From an optimization exercise on the open Yosys and OpenROAD flow, aimed at small area, a short achievable clock period and few clock cycles; shortcuts taken in it are not production practice. At most, simulation tests tie the RTL to the original design; equivalence was not proved. Power figures rest on the tool's default switching activity, not on a simulated workload.

## Conv
module Conv(
  clk,
  rst_n,
  image_valid,
  filter_valid,
  in_data,
  out_valid,
  out_data
);
Size: about 620 cells after synthesis, ~160 flip-flops, about 17 I/O pins, ~8500 um2 of cells after synthesis.
clock: 6.0 ns
lec_check: 0
cap_margin: 20
core_margin: 2
core_utilization: 40
slew_margin: 20
run.sh (not shown) runs the stock make flow with config.mk's settings and CLKGATE_MAP_FILE= SYNTH_SCRIPT=/design/flow/synth_recipe.tcl, a recipe that flattens the netlist after the stock synthesis.
The baseline produced a clean layout.
Next try:
Settings changed: SETUP_SLACK_MARGIN set to 3.0.
=>
- The changed run produced a clean layout
- power is higher by 6.0%
- combinational power is higher by 14%
- synthesized area stays the same
- setup slack improved by 490 ps
- hold slack stays flat
- register-to-register slack improved by 490 ps
- design area is higher by 4.0%
- wire length is higher by 3.3%
- first-iteration DRC count is higher by 11%
- synthesized cell count is unchanged
- via count is higher by 3.9%
No functional check of the RTL was part of any run of this note.


Another version of the RTL of Conv (not shown whole).
Size in the first run: roughly 880 cells after synthesis, roughly 150 flip-flops, about 17 I/O pins, roughly 0.0093 mm2 of cells after synthesis.
make LEC_CHECK=0 CAP_MARGIN=20 CORE_MARGIN=2 CORE_UTILIZATION=40 SLEW_MARGIN=20 finish   # period 6.0 ns
==> next run, changes <==
Settings changed: SETUP_SLACK_MARGIN set to 3.5.
Result: The new run went through all stages and came out clean. Synthesized area stays the same. Design area rises by 14%. Final cell count rises by 6.8%. First-iteration DRC count falls by 25%. Die area stays the same. Power rises by 30%. Sequential power stays flat. Via count rises by 7.0%. Sequential share of layout area falls by 5.1 points. Clock skew falls by 0.0037 ns.
No run of this note included a check of the RTL's function; only the layout flow was run.


Another version of the RTL of Conv (not shown whole).
Size in the first run: about 820 cells after synthesis, roughly 180 flip-flops, ~8800 sq um of cells after synthesis.
==> flow/config.mk <==
export PLATFORM = sky130hd
export DESIGN_NAME = Conv
export DESIGN_NICKNAME = Conv
export VERILOG_FILES = /design/flow/design.v
export SDC_FILE = /design/flow/constraint.sdc
export NUM_CORES = 4
export LEC_CHECK = 0
export ABC_AREA = 1
export CAP_MARGIN = 20
export CORE_MARGIN = 2
export CORE_UTILIZATION = 75
export CTS_BUF_LIST = sky130_fd_sc_hd__clkbuf_4 sky130_fd_sc_hd__clkbuf_8
export CTS_CLUSTER_DIAMETER = 50
export CTS_CLUSTER_SIZE = 20
export SETUP_SLACK_MARGIN = 3.5
export SLEW_MARGIN = 20
==> flow/constraint.sdc <==
create_clock -name core_clock -period 6.0 [get_ports {clk}]
set_input_delay 1.2000 -clock core_clock [delete_from_list [all_inputs] [get_ports {clk}]]
set_output_delay 1.2000 -clock core_clock [all_outputs]
set_load 0.01 [all_outputs]
Testbench counts at the start, summed over its fixed seeds: cycles 9,600.
Next try:
Settings changed: ABC_AREA 1 to not set.
=> The changed run finished with timing, DRC and antenna clean. Synthesized cell count falls by 19%. Sequential cell count stays the same. Setup slack degrades by 46 ps. Utilization falls by 0.27 points. Combinational power stays flat. Non-clock buffer count rises by 7. Power falls by 1.8%. Sequential power stays flat. Routed wire length falls by 11%. Fmax falls by 1.9%. Cell area falls by 1.6%.
Next try:
Settings changed: CORE_UTILIZATION 75 to 80, SETUP_SLACK_MARGIN 3.5 to 3.7.
Outcome: Final area climbs by 7.4%. Final cell count climbs by 3.5%. Die area drops by 6.0%. Clock-buffer cell count drops by 3. Worst setup slack degrades by 280 ps. Routed wire length climbs by 110%. Clock power climbs by 42%.
Next try:
Settings changed: CORE_UTILIZATION 80 to 70, CTS_BUF_LIST sky130_fd_sc_hd__clkbuf_4 sky130_fd_sc_hd__clkbuf_8 to sky130_fd_sc_hd__clkbuf_8, CTS_CLUSTER_DIAMETER 50 to 100, CTS_CLUSTER_SIZE 20 to 40, SETUP_SLACK_MARGIN 3.7 to 3.5.
Result: Area after synthesis is unchanged; wire length falls by 52%; synthesized cell count is unchanged.


Another version of the RTL of Conv (not shown whole).
For scale: roughly 540 cells after synthesis, about 160 flip-flops, roughly 17 I/O pins, ~7900 um^2 of cells after synthesis.
export LEC_CHECK = 0
export CAP_MARGIN = 20
export CORE_MARGIN = 2
export CORE_UTILIZATION = 40
export SETUP_SLACK_MARGIN = 3.0
export SLEW_MARGIN = 20
create_clock -name core_clock -period 6.0 [get_ports {clk}]
Testbench counts at the start, summed over its fixed seeds: cycles 9,600.
Next try:
Settings changed: SETUP_SLACK_MARGIN 3.0 to 3.4.
Result: Power is higher by 4.7%; worst setup slack improved by 0.014 ns; sequential power barely changes; register-to-register slack stays flat; area after synthesis stays the same; cell area is higher by about 3.6%.
Next try:
Settings changed: SETUP_SLACK_MARGIN 3.4 to not set.
Wire length fell by about 5.6%.
Sequential power stays flat.
Critical path depth is unchanged.
Worst hold slack got worse by 0.020 ns.
Clock-buffer cell count rose by 1.
Area after synthesis stays the same.
Sequential cell count is unchanged.
Worst setup slack got worse by 0.22 ns.
Register-to-register slack is worse by 0.22 ns.
Via count came out lower by about 3.2%.

[re-timing with driven ports]
How much do the figures lean on ideal ports? The routed layouts below were timed once more, with nothing changed but the port constraints. Step 1 assumes that a clkbuf_16 drives the clock port and a buf_2 every other input. Step 2, shift: input delay + t, output delay - t, t = (earliest + latest rising clock arrival at the registers) / 2. This alone moves slack from input paths to output paths. a / b / c = ideal ports / drivers / drivers and shift; a / b = the first two.
run	t, ns	setup slack, ns	hold slack, ns	slew at the worst register clock pin (ns)	worst slew at a driven data input, ns
the first run of note 1	0.469	0.680 / 0.680 / 0.680	0.341 / 0.341 / 0.341	0.07 / 0.07	0.04
the second run of note 1	0.470	1.169 / 1.169 / 1.169	0.342 / 0.342 / 0.342	0.08 / 0.08	0.04
the first run of note 2	0.469	1.884 / 1.884 / 1.884	0.417 / 0.417 / 0.417	0.08 / 0.08	0.03
the second run of note 2	0.475	2.326 / 2.326 / 2.326	0.416 / 0.416 / 0.416	0.07 / 0.07	0.03
the first run of note 3	0.493	3.609 / 3.576 / 3.134	0.367 / 0.367 / 0.367	0.10 / 0.10	0.03
the second run of note 3	0.484	3.563 / 3.563 / 3.238	0.368 / 0.368 / 0.368	0.09 / 0.09	0.04
the third run of note 3	0.548	3.286 / 3.286 / 2.784	0.376 / 0.376 / 0.376	0.12 / 0.12	0.18
the fourth run of note 3	0.512	3.586 / 3.558 / 3.183	0.368 / 0.368 / 0.368	0.09 / 0.09	0.03
the first run of note 4	0.456	2.964 / 2.964 / 2.964	0.348 / 0.348 / 0.348	0.07 / 0.07	0.03
the second run of note 4	0.469	2.978 / 2.978 / 2.978	0.368 / 0.368 / 0.368	0.07 / 0.07	0.03
the third run of note 4	0.468	2.763 / 2.763 / 2.763	0.348 / 0.348 / 0.348	0.07 / 0.07	0.03
After both steps setup and hold are still met in every run listed. The setup slack of the third run of note 3, which loses most, moves by 0.000 ns with the drivers and by -0.502 ns with both steps.
